This is an optimization exercise on Yosys and OpenROAD, whose aim is small area, a short achievable clock period and few clock cycles per item, not a production implementation.
The RTL was checked by simulation tests, not by an equivalence proof against the original design.

==> inputs of run a <==
==> flow/design.v <==
`timescale 1ns/1ps
module action_config
#(parameter
    C_S_AXI_ADDR_WIDTH = 16,
    C_S_AXI_DATA_WIDTH = 32
)(
    input                                   clk                   ,
    input                                   resetn                 ,
    input  wire [C_S_AXI_ADDR_WIDTH-1:0]   s_axi_AWADDR,
    input  wire                            s_axi_AWVALID,
    output wire                            s_axi_AWREADY,
    input  wire [C_S_AXI_DATA_WIDTH-1:0]   s_axi_WDATA,
    input  wire [C_S_AXI_DATA_WIDTH/8-1:0] s_axi_WSTRB,
    input  wire                            s_axi_WVALID,
    output wire                            s_axi_WREADY,
    output wire [1:0]                      s_axi_BRESP,
    output wire                            s_axi_BVALID,
    input  wire                            s_axi_BREADY,
    input  wire [C_S_AXI_ADDR_WIDTH-1:0]   s_axi_ARADDR,
    input  wire                            s_axi_ARVALID,
    output wire                            s_axi_ARREADY,
    output wire [C_S_AXI_DATA_WIDTH-1:0]   s_axi_RDATA,
    output wire [1:0]                      s_axi_RRESP,
    output wire                            s_axi_RVALID,
    input  wire                            s_axi_RREADY,
    output reg [31:0]                      data_collection_mode     ,
    output reg [47:0]                      fpga_mac_addr            ,
    output reg [31:0]                      fpga_ipv4_addr           ,
    output reg [31:0]                      one_over_energy          ,
    output reg [31:0]                      frames_per_trigger       ,
    output reg [7:0]                       nmodules                 ,
    output reg [3:0]                       nstorage_cells           ,
    output reg                             data_collection_start    ,
    output reg                             data_collection_cancel   ,
    input                                  data_collection_idle     ,
    input                                  qsfpdd_modprs            ,
    input [6:0]                            hbm_temperature          ,
    input                                  hbm_temp_trip            ,
    input                                  apb_complete_0           ,
    input                                  pede2gain_data_fifo_empty  ,
    input                                  pede2gain_data_fifo_full   ,
    input                                  pede2gain_addr_fifo_empty  ,
    input                                  pede2gain_addr_fifo_full   ,
    input                                  udp_fifo_empty             ,
    input                                  udp_fifo_full              ,
    input                                  host_mem_data_fifo_empty   ,
    input                                  host_mem_data_fifo_full    ,
    input                                  host_mem_cmd_fifo_empty    ,
    input                                  host_mem_cmd_fifo_full     ,
    input                                  work_req_fifo_empty        ,
    input                                  work_req_fifo_full         ,
    input                                  work_compl_fifo_empty      ,
    input                                  work_compl_fifo_full       ,
    input                                  last_data_fifo_empty       ,
    input                                  last_data_fifo_full        ,
    input                                  last_addr_fifo_empty       ,
    input                                  last_addr_fifo_full        ,
    input                                  mailbox_interrupt_0        ,
    input                                  mailbox_interrupt_1        ,
    input [63:0]                           stalls_hbm                 ,
    input [63:0]                           stalls_host                ,
    input                                  stalls_hbm_valid           ,
    input                                  stalls_host_valid          ,
    input [63:0]                           packets_processed          ,
    input                                  packets_processed_valid    ,
    input [63:0]                           packets_eth                ,
    input                                  packets_eth_valid          ,
    input [63:0]                           packets_icmp               ,
    input                                  packets_icmp_valid         ,
    input [63:0]                           packets_udp                ,
    input                                  packets_udp_valid          ,
    input [3:0]                            host_writer_err       ,
    input                                  host_writer_err_valid ,
    input                                  eth_stat_rx_status         ,
    input                                  eth_stat_rx_aligned        ,
    input                                  eth_busy                   ,
    input                                  eth_stat_rx_packet_bad_fcs ,
    input                                  mm2s_error                 ,
    input                                  s2mm_error                 ,
    output                                 qsfp_led_busy                ,
    output                                 qsfp_led_conn
);
    reg        rvalid;
    reg [31:0] rdata;
    reg [1:0]  bcnt;           
    reg        idle_r;
    reg        rst_d;          
    reg        st1, st2n, al1, al2, fcs1, fcs2, fcs_ever, busy1, busy2n;
    reg [6:0]  temp_r, maxtemp;
    reg        trip_r, trip_ever, modprs_r;
    reg [17:0] fifo_r;
    reg [3:0]  hwerr;
    reg [63:0] c_shost, c_shbm, c_pproc, c_peth, c_picmp, c_pudp;
    reg        v_shost, v_shbm, v_pproc, v_peth, v_picmp, v_pudp;
    reg  wok_r, cok_r;
    wire wr_ok = wok_r;
    assign s_axi_AWREADY = wr_ok & s_axi_WVALID;
    assign s_axi_WREADY  = wr_ok & s_axi_AWVALID;
    assign s_axi_BVALID  = (bcnt != 2'd0);
    assign s_axi_BRESP   = 2'b00;
    wire wr = s_axi_AWVALID & s_axi_WVALID & wr_ok;
    wire b_hs = s_axi_BVALID & s_axi_BREADY;
    wire [1:0] n_bcnt = bcnt + {1'b0, wr} - {1'b0, b_hs};
    always @(posedge clk) begin
        if (!resetn) begin
            bcnt  <= 2'd0;
            wok_r <= 1'b1;
            cok_r <= 1'b1;
        end else begin
            bcnt  <= n_bcnt;
            wok_r <= (n_bcnt != 2'd3);
            cok_r <= (n_bcnt != 2'd3) & data_collection_idle;
        end
    end
    wire aw_hi0 = (s_axi_AWADDR[15:7] == 9'd0) && (s_axi_AWADDR[1:0] == 2'd0);
    wire w_ap   = wr && aw_hi0 && (s_axi_AWADDR[6:2] == 5'd0);
    wire w_cfg  = s_axi_AWVALID && s_axi_WVALID && cok_r && aw_hi0 && (s_axi_AWADDR[6:5] == 2'b11);
    wire [2:0] w_idx = s_axi_AWADDR[4:2];
    wire [31:0] wd = s_axi_WDATA & {32{resetn}};
    wire [7:0]  w_sel = {8{w_cfg}} & (8'd1 << w_idx);
    wire [3:0] be_maclo  = ({4{w_sel[0]}} & s_axi_WSTRB) | {4{~resetn}};
    wire [3:0] be_machi  = ({4{w_sel[1]}} & s_axi_WSTRB) | {4{~resetn}};
    wire [3:0] be_ipv4   = ({4{w_sel[2]}} & s_axi_WSTRB) | {4{~resetn}};
    wire [3:0] be_nmod   = ({4{w_sel[3]}} & s_axi_WSTRB) | {4{~resetn}};
    wire [3:0] be_mode   = ({4{w_sel[4]}} & s_axi_WSTRB) | {4{~resetn}};
    wire [3:0] be_energy = ({4{w_sel[5]}} & s_axi_WSTRB) | {4{~resetn}};
    wire [3:0] be_frames = ({4{w_sel[6]}} & s_axi_WSTRB) | {4{~resetn}};
    wire [3:0] be_nsc    = ({4{w_sel[7]}} & s_axi_WSTRB) | {4{~resetn}};
    integer i;
    always @(posedge clk) begin
        for (i = 0; i < 4; i = i + 1) begin
            if (be_maclo[i])  fpga_mac_addr[8*i +: 8]    <= wd[8*i +: 8];
            if (be_ipv4[i])   fpga_ipv4_addr[8*i +: 8]   <= wd[8*i +: 8];
            if (be_mode[i])   data_collection_mode[8*i +: 8] <= wd[8*i +: 8];
            if (be_energy[i]) one_over_energy[8*i +: 8]  <= wd[8*i +: 8];
            if (be_frames[i]) frames_per_trigger[8*i +: 8] <= wd[8*i +: 8];
        end
        for (i = 0; i < 2; i = i + 1)
            if (be_machi[i])  fpga_mac_addr[32+8*i +: 8] <= wd[8*i +: 8];
        if (be_nmod[0]) nmodules       <= wd[7:0];
        if (be_nsc[0])  nstorage_cells <= wd[3:0];
    end
    always @(posedge clk) begin
        if (!resetn)
            data_collection_start <= 1'b0;
        else if (!idle_r)
            data_collection_start <= 1'b0;
        else if (w_ap && s_axi_WSTRB[0] && s_axi_WDATA[0])
            data_collection_start <= 1'b1;
    end
    always @(posedge clk) begin
        if (!resetn)
            data_collection_cancel <= 1'b0;
        else if (w_ap && s_axi_WSTRB[0])
            data_collection_cancel <= s_axi_WDATA[2];
    end
    assign s_axi_ARREADY = ~rvalid | s_axi_RREADY;
    assign s_axi_RVALID  = rvalid;
    assign s_axi_RDATA   = rdata;
    assign s_axi_RRESP   = 2'b00;
    always @(posedge clk) begin
        if (!resetn)
            rvalid <= 1'b0;
        else if (s_axi_ARREADY)
            rvalid <= s_axi_ARVALID;
    end
    wire [31:0] ap_ctrl = {4'd0, hwerr, 5'd0,
                           ~(modprs_r & rst_d), mailbox_interrupt_1, mailbox_interrupt_0,
                           fcs_ever, apb_complete_0, trip_ever, trip_r,
                           s2mm_error, mm2s_error, al2, ~st2n,
                           5'd0, data_collection_cancel, idle_r, data_collection_start};
    wire [31:0] w [0:31];
    assign w[0]  = ap_ctrl;
    assign w[1]  = 32'd0;
    assign w[2]  = 32'd0;
    assign w[3]  = 32'd0;
    assign w[4]  = 32'h52324158;
    assign w[5]  = 32'd0;
    assign w[6]  = {25'd0, temp_r};
    assign w[7]  = {25'd0, maxtemp};
    assign w[8]  = 32'd8;
    assign w[9]  = 32'd1;
    assign w[10] = c_shost[31:0]  & {32{v_shost}};
    assign w[11] = c_shost[63:32] & {32{v_shost}};
    assign w[12] = c_shbm[31:0]   & {32{v_shbm}};
    assign w[13] = c_shbm[63:32]  & {32{v_shbm}};
    assign w[14] = {12'd0, fifo_r[17:4], 2'd0, fifo_r[3:0]} & {32{rst_d}};
    assign w[15] = 32'd0;
    assign w[16] = c_pproc[31:0]  & {32{v_pproc}};
    assign w[17] = c_pproc[63:32] & {32{v_pproc}};
    assign w[18] = c_peth[31:0]   & {32{v_peth}};
    assign w[19] = c_peth[63:32]  & {32{v_peth}};
    assign w[20] = c_picmp[31:0]  & {32{v_picmp}};
    assign w[21] = c_picmp[63:32] & {32{v_picmp}};
    assign w[22] = c_pudp[31:0]   & {32{v_pudp}};
    assign w[23] = c_pudp[63:32]  & {32{v_pudp}};
    assign w[24] = fpga_mac_addr[31:0];
    assign w[25] = {16'd0, fpga_mac_addr[47:32]};
    assign w[26] = fpga_ipv4_addr;
    assign w[27] = {24'd0, nmodules};
    assign w[28] = data_collection_mode;
    assign w[29] = one_over_energy;
    assign w[30] = frames_per_trigger;
    assign w[31] = {28'd0, nstorage_cells};
    wire [1:0] alo = s_axi_ARADDR[3:2];
    wire [2:0] ahi = s_axi_ARADDR[6:4];
    wire [31:0] g [0:7];
    genvar gi;
    generate
        for (gi = 0; gi < 8; gi = gi + 1) begin : grp
            assign g[gi] = w[4*gi + alo];
        end
    endgenerate
    wire [31:0] rmux = ((s_axi_ARADDR[15:7] == 9'd0) && (s_axi_ARADDR[1:0] == 2'd0)) ? g[ahi] : 32'd0;
    always @(posedge clk) begin
        if (s_axi_ARREADY)
            rdata <= rmux;
    end
    always @(posedge clk) begin
        st1    <= eth_stat_rx_status;
        st2n   <= ~st1;
        al1    <= eth_stat_rx_aligned;
        al2    <= al1;
        fcs1   <= eth_stat_rx_packet_bad_fcs;
        fcs2   <= fcs1;
        busy1  <= eth_busy;
        busy2n <= ~busy1;
        temp_r <= hbm_temperature;
        trip_r <= hbm_temp_trip;
        rst_d  <= resetn;
        modprs_r <= qsfpdd_modprs;
        fifo_r <= {last_addr_fifo_full, last_addr_fifo_empty,
                   last_data_fifo_full, last_data_fifo_empty,
                   work_compl_fifo_full, work_compl_fifo_empty,
                   work_req_fifo_full, work_req_fifo_empty,
                   host_mem_cmd_fifo_full, host_mem_cmd_fifo_empty,
                   host_mem_data_fifo_full, host_mem_data_fifo_empty,
                   udp_fifo_full, udp_fifo_empty,
                   pede2gain_addr_fifo_full, pede2gain_addr_fifo_empty,
                   pede2gain_data_fifo_full, pede2gain_data_fifo_empty};
    end
    assign qsfp_led_conn = st2n;
    assign qsfp_led_busy = busy2n;
    always @(posedge clk) begin
        if (!resetn) begin
            idle_r    <= 1'b1;
            trip_ever <= 1'b0;
            fcs_ever  <= 1'b0;
            maxtemp   <= 7'd0;
            hwerr     <= 4'd0;
        end else begin
            idle_r <= data_collection_idle;
            if (hbm_temp_trip) trip_ever <= 1'b1;
            if (fcs2) fcs_ever <= 1'b1;
            if (temp_r > maxtemp) maxtemp <= temp_r;
            if (host_writer_err_valid) hwerr <= host_writer_err;
        end
    end
    always @(posedge clk) begin
        if (stalls_host_valid)       c_shost <= stalls_host;
        if (stalls_hbm_valid)        c_shbm  <= stalls_hbm;
        if (packets_processed_valid) c_pproc <= packets_processed;
        if (packets_eth_valid)       c_peth  <= packets_eth;
        if (packets_icmp_valid)      c_picmp <= packets_icmp;
        if (packets_udp_valid)       c_pudp  <= packets_udp;
    end
    always @(posedge clk) begin
        if (!resetn) begin
            v_shost <= 1'b0; v_shbm <= 1'b0; v_pproc <= 1'b0;
            v_peth  <= 1'b0; v_picmp <= 1'b0; v_pudp <= 1'b0;
        end else begin
            if (stalls_host_valid)       v_shost <= 1'b1;
            if (stalls_hbm_valid)        v_shbm  <= 1'b1;
            if (packets_processed_valid) v_pproc <= 1'b1;
            if (packets_eth_valid)       v_peth  <= 1'b1;
            if (packets_icmp_valid)      v_picmp <= 1'b1;
            if (packets_udp_valid)       v_pudp  <= 1'b1;
        end
    end
endmodule
==> flow/flow/run.sh <==
#!/bin/bash
# Standard ORFS flow, with small port buffers, large clock sink clusters and no CTS dummy loads.
set -e
export BUFFER_PORTS_ARGS="-buffer_cell sky130_fd_sc_hd__buf_1"
export CTS_ARGS="-sink_clustering_enable -repair_clock_nets -dont_use_dummy_load -sink_clustering_size 25 -sink_clustering_max_diameter 80"
bash standard.sh > standard.log 2>&1
==> flow/standard.sh <==
#!/bin/bash
# synth_recipe.tcl (not shown) runs the flow's synth.tcl, then flattens the netlist and writes it again
# the make line also repeats each setting of config.mk as NAME=value (left out here)
make -C /OpenROAD-flow-scripts/flow DESIGN_CONFIG=/design/flow/config.mk WORK_HOME=/design/flow/orfs CLKGATE_MAP_FILE= SYNTH_SCRIPT=/design/flow/synth_recipe.tcl "${@:-finish}"
==> flow/config.mk <==
export PLATFORM = sky130hd
export DESIGN_NAME = action_config
export DESIGN_NICKNAME = action_config
export VERILOG_FILES = /design/flow/design.v
export SDC_FILE = /design/flow/constraint.sdc
export NUM_CORES = 4
export LEC_CHECK = 0
export CAP_MARGIN = 20
export CORE_MARGIN = 2
export CORE_UTILIZATION = 50
export GPL_ROUTABILITY_DRIVEN = 0
export PLACE_DENSITY = 0.75
export SETUP_SLACK_MARGIN = 2.0
export SLEW_MARGIN = 60
export TNS_END_PERCENT = 0
==> flow/constraint.sdc <==
create_clock -name core_clock -period 4.0 [get_ports {clk}]
set_input_delay 0.8000 -clock core_clock [delete_from_list [all_inputs] [get_ports {clk}]]
set_output_delay 0.8000 -clock core_clock [all_outputs]
set_load 0.01 [all_outputs]
==> inputs of run b, as changes to run a <==
--- a/flow/design.v
+++ b/flow/design.v
@@ -86,5 +86,5 @@
     reg        idle_r;
     reg        rst_d;          
-    reg        st1, st2n, al1, al2, fcs1, fcs2, fcs_ever, busy1, busy2n;
+    reg        st1, st2, al1, al2, fcs1, fcs2, fcs_ever, busy1, busy2n;
     reg [6:0]  temp_r, maxtemp;
     reg        trip_r, trip_ever, modprs_r;
@@ -93,6 +93,5 @@
     reg [63:0] c_shost, c_shbm, c_pproc, c_peth, c_picmp, c_pudp;
     reg        v_shost, v_shbm, v_pproc, v_peth, v_picmp, v_pudp;
-    reg  wok_r, cok_r;
-    wire wr_ok = wok_r;
+    wire wr_ok = (bcnt != 2'd3);
     assign s_axi_AWREADY = wr_ok & s_axi_WVALID;
     assign s_axi_WREADY  = wr_ok & s_axi_AWVALID;
@@ -101,19 +100,13 @@
     wire wr = s_axi_AWVALID & s_axi_WVALID & wr_ok;
     wire b_hs = s_axi_BVALID & s_axi_BREADY;
-    wire [1:0] n_bcnt = bcnt + {1'b0, wr} - {1'b0, b_hs};
-    always @(posedge clk) begin
-        if (!resetn) begin
-            bcnt  <= 2'd0;
-            wok_r <= 1'b1;
-            cok_r <= 1'b1;
-        end else begin
-            bcnt  <= n_bcnt;
-            wok_r <= (n_bcnt != 2'd3);
-            cok_r <= (n_bcnt != 2'd3) & data_collection_idle;
-        end
+    always @(posedge clk) begin
+        if (!resetn)
+            bcnt <= 2'd0;
+        else
+            bcnt <= bcnt + {1'b0, wr} - {1'b0, b_hs};
     end
     wire aw_hi0 = (s_axi_AWADDR[15:7] == 9'd0) && (s_axi_AWADDR[1:0] == 2'd0);
     wire w_ap   = wr && aw_hi0 && (s_axi_AWADDR[6:2] == 5'd0);
-    wire w_cfg  = s_axi_AWVALID && s_axi_WVALID && cok_r && aw_hi0 && (s_axi_AWADDR[6:5] == 2'b11);
+    wire w_cfg  = wr && aw_hi0 && (s_axi_AWADDR[6:5] == 2'b11) && idle_r;
     wire [2:0] w_idx = s_axi_AWADDR[4:2];
     wire [31:0] wd = s_axi_WDATA & {32{resetn}};
@@ -168,49 +161,42 @@
                            ~(modprs_r & rst_d), mailbox_interrupt_1, mailbox_interrupt_0,
                            fcs_ever, apb_complete_0, trip_ever, trip_r,
-                           s2mm_error, mm2s_error, al2, ~st2n,
+                           s2mm_error, mm2s_error, al2, st2,
                            5'd0, data_collection_cancel, idle_r, data_collection_start};
-    wire [31:0] w [0:31];
-    assign w[0]  = ap_ctrl;
-    assign w[1]  = 32'd0;
-    assign w[2]  = 32'd0;
-    assign w[3]  = 32'd0;
-    assign w[4]  = 32'h52324158;
-    assign w[5]  = 32'd0;
-    assign w[6]  = {25'd0, temp_r};
-    assign w[7]  = {25'd0, maxtemp};
-    assign w[8]  = 32'd8;
-    assign w[9]  = 32'd1;
-    assign w[10] = c_shost[31:0]  & {32{v_shost}};
-    assign w[11] = c_shost[63:32] & {32{v_shost}};
-    assign w[12] = c_shbm[31:0]   & {32{v_shbm}};
-    assign w[13] = c_shbm[63:32]  & {32{v_shbm}};
-    assign w[14] = {12'd0, fifo_r[17:4], 2'd0, fifo_r[3:0]} & {32{rst_d}};
-    assign w[15] = 32'd0;
-    assign w[16] = c_pproc[31:0]  & {32{v_pproc}};
-    assign w[17] = c_pproc[63:32] & {32{v_pproc}};
-    assign w[18] = c_peth[31:0]   & {32{v_peth}};
-    assign w[19] = c_peth[63:32]  & {32{v_peth}};
-    assign w[20] = c_picmp[31:0]  & {32{v_picmp}};
-    assign w[21] = c_picmp[63:32] & {32{v_picmp}};
-    assign w[22] = c_pudp[31:0]   & {32{v_pudp}};
-    assign w[23] = c_pudp[63:32]  & {32{v_pudp}};
-    assign w[24] = fpga_mac_addr[31:0];
-    assign w[25] = {16'd0, fpga_mac_addr[47:32]};
-    assign w[26] = fpga_ipv4_addr;
-    assign w[27] = {24'd0, nmodules};
-    assign w[28] = data_collection_mode;
-    assign w[29] = one_over_energy;
-    assign w[30] = frames_per_trigger;
-    assign w[31] = {28'd0, nstorage_cells};
-    wire [1:0] alo = s_axi_ARADDR[3:2];
-    wire [2:0] ahi = s_axi_ARADDR[6:4];
-    wire [31:0] g [0:7];
-    genvar gi;
-    generate
-        for (gi = 0; gi < 8; gi = gi + 1) begin : grp
-            assign g[gi] = w[4*gi + alo];
-        end
-    endgenerate
-    wire [31:0] rmux = ((s_axi_ARADDR[15:7] == 9'd0) && (s_axi_ARADDR[1:0] == 2'd0)) ? g[ahi] : 32'd0;
+    reg [31:0] rmux;
+    always @(*) begin
+        rmux = 32'd0;
+        case (s_axi_ARADDR[6:2])
+            5'd0:  rmux = ap_ctrl;
+            5'd4:  rmux = 32'h52324158;
+            5'd6:  rmux = {25'd0, temp_r};
+            5'd7:  rmux = {25'd0, maxtemp};
+            5'd8:  rmux = 32'd8;
+            5'd9:  rmux = 32'd1;
+            5'd10: rmux = c_shost[31:0]  & {32{v_shost}};
+            5'd11: rmux = c_shost[63:32] & {32{v_shost}};
+            5'd12: rmux = c_shbm[31:0]   & {32{v_shbm}};
+            5'd13: rmux = c_shbm[63:32]  & {32{v_shbm}};
+            5'd14: rmux = {12'd0, fifo_r[17:4], 2'd0, fifo_r[3:0]} & {32{rst_d}};
+            5'd16: rmux = c_pproc[31:0]  & {32{v_pproc}};
+            5'd17: rmux = c_pproc[63:32] & {32{v_pproc}};
+            5'd18: rmux = c_peth[31:0]   & {32{v_peth}};
+            5'd19: rmux = c_peth[63:32]  & {32{v_peth}};
+            5'd20: rmux = c_picmp[31:0]  & {32{v_picmp}};
+            5'd21: rmux = c_picmp[63:32] & {32{v_picmp}};
+            5'd22: rmux = c_pudp[31:0]   & {32{v_pudp}};
+            5'd23: rmux = c_pudp[63:32]  & {32{v_pudp}};
+            5'd24: rmux = fpga_mac_addr[31:0];
+            5'd25: rmux = {16'd0, fpga_mac_addr[47:32]};
+            5'd26: rmux = fpga_ipv4_addr;
+            5'd27: rmux = {24'd0, nmodules};
+            5'd28: rmux = data_collection_mode;
+            5'd29: rmux = one_over_energy;
+            5'd30: rmux = frames_per_trigger;
+            5'd31: rmux = {28'd0, nstorage_cells};
+            default: rmux = 32'd0;
+        endcase
+        if (s_axi_ARADDR[15:7] != 9'd0 || s_axi_ARADDR[1:0] != 2'd0)
+            rmux = 32'd0;
+    end
     always @(posedge clk) begin
         if (s_axi_ARREADY)
@@ -219,5 +205,5 @@
     always @(posedge clk) begin
         st1    <= eth_stat_rx_status;
-        st2n   <= ~st1;
+        st2    <= st1;
         al1    <= eth_stat_rx_aligned;
         al2    <= al1;
@@ -240,5 +226,5 @@
                    pede2gain_data_fifo_full, pede2gain_data_fifo_empty};
     end
-    assign qsfp_led_conn = st2n;
+    assign qsfp_led_conn = ~st2;
     assign qsfp_led_busy = busy2n;
     always @(posedge clk) begin
==> flow/run.sh (new file) <==
#!/bin/bash
# synth_recipe.tcl (not shown) runs the flow's synth.tcl, then flattens the netlist and writes it again
# the make line also repeats each setting of config.mk as NAME=value (left out here)
make -C /OpenROAD-flow-scripts/flow DESIGN_CONFIG=/design/flow/config.mk WORK_HOME=/design/flow/orfs CLKGATE_MAP_FILE= SYNTH_SCRIPT=/design/flow/synth_recipe.tcl finish
- CORE_UTILIZATION: 50 -> 40
- GPL_ROUTABILITY_DRIVEN: 0 -> unset
- PLACE_DENSITY: 0.75 -> unset
- SETUP_SLACK_MARGIN: 2.0 -> unset
- SLEW_MARGIN: 60 -> 20
- TNS_END_PERCENT: 0 -> unset
removed: flow/flow/run.sh
removed: flow/standard.sh
==> impl_results.html <==
<table>
<tr><th>Metric</th><th>Value</th></tr>
<tr><th colspan="2">Outcome</th></tr>
<tr><td>Status</td><td>timing/DRC/antenna clean</td></tr>
<tr><th colspan="2">Yosys</th></tr>
<tr><td>Post-Syn Instances</td><td>1618</td></tr>
<tr><td>Synth Cell Area</td><td>0.0264 mm2</td></tr>
<tr><th colspan="2">Worst setup path</th></tr>
<tr><td>Critical Path AT</td><td>2.41 ns</td></tr>
<tr><td>Required time of the worst setup path</td><td>4.27 ns</td></tr>
<tr><th colspan="2">Detailed routing</th></tr>
<tr><td>WL per Instance</td><td>33.0 um</td></tr>
<tr><th colspan="2">Cells and area</th></tr>
<tr><td>Sequential cell area</td><td>0.0194 mm2</td></tr>
<tr><th colspan="2">Die</th></tr>
<tr><td>Die area</td><td>0.0546 mm2</td></tr>
<tr><td>Die span in x</td><td>234 um</td></tr>
</table>
The numbers above come from run a.

==> impl_results.html <==
<table>
<tr><th>Metric</th><th>Value</th></tr>
<tr><th colspan="2">Cells and area</th></tr>
<tr><td>Share of cell area taken by flip-flops and latches</td><td>53.1%</td></tr>
<tr><td>Sequential cell area</td><td>0.0194 mm2</td></tr>
<tr><td>Final nets</td><td>2838</td></tr>
<tr><th colspan="2">Yosys</th></tr>
<tr><td>Synth Cell Area</td><td>0.0253 mm2</td></tr>
<tr><td>Post-Syn Instances</td><td>1527</td></tr>
<tr><th colspan="2">Worst setup path</th></tr>
<tr><td>Required time of the worst setup path</td><td>4.36 ns</td></tr>
<tr><td>Critical Path AT</td><td>3.85 ns</td></tr>
<tr><th colspan="2">Detailed routing</th></tr>
<tr><td>WL per Instance</td><td>35.4 um</td></tr>
<tr><td>Met1 wire length</td><td>43.7 mm</td></tr>
<tr><th colspan="2">Die</th></tr>
<tr><td>Height of the die</td><td>256 um</td></tr>
<tr><td>Die span in x</td><td>256 um</td></tr>
<tr><td>Die area</td><td>0.0654 mm2</td></tr>
<tr><th colspan="2">Outcome</th></tr>
<tr><td>Status</td><td>timing/DRC/antenna clean</td></tr>
</table>
The numbers above come from run b.

Testbench counts of run a, summed over its fixed seeds: cycles 2,995, transactions 4,800.
Testbench counts of run b, summed over its fixed seeds: cycles 2,995, transactions 4,800.

-- re-timing with driven ports --
In the flow no input, the clock included, has a driving cell. The finished layouts below were timed again as built, in two steps. Step 1 sets driving cells, clkbuf_16 on the clock port and buf_2 on the other inputs (assumed; they add their load-dependent delay and slew). Step 2 moves the port delays by t, midway between the first and last clock arrival at a register: inputs arrive t later, outputs are due t later. That takes back most of the time a late clock gives input paths. Three values: ideal, step 1, step 2; two values: the first two.
run	t, ns	setup WS [ns]	worst hold slack (ns)	slew at the worst register clock pin (ns)	worst slew at a driven data input, ns
run a	0.621	1.867 / 1.815 / 1.194	0.298 / 0.275 / 0.349	0.10 / 0.10	0.18
run b	0.654	0.511 / 0.532 / -0.122	0.332 / 0.332 / 0.332	0.07 / 0.07	0.14
With both steps, setup timing fails in run b, where it was met with ideal ports. The setup slack of run a, which loses most, moves by -0.052 ns with the drivers and by -0.673 ns with both steps.
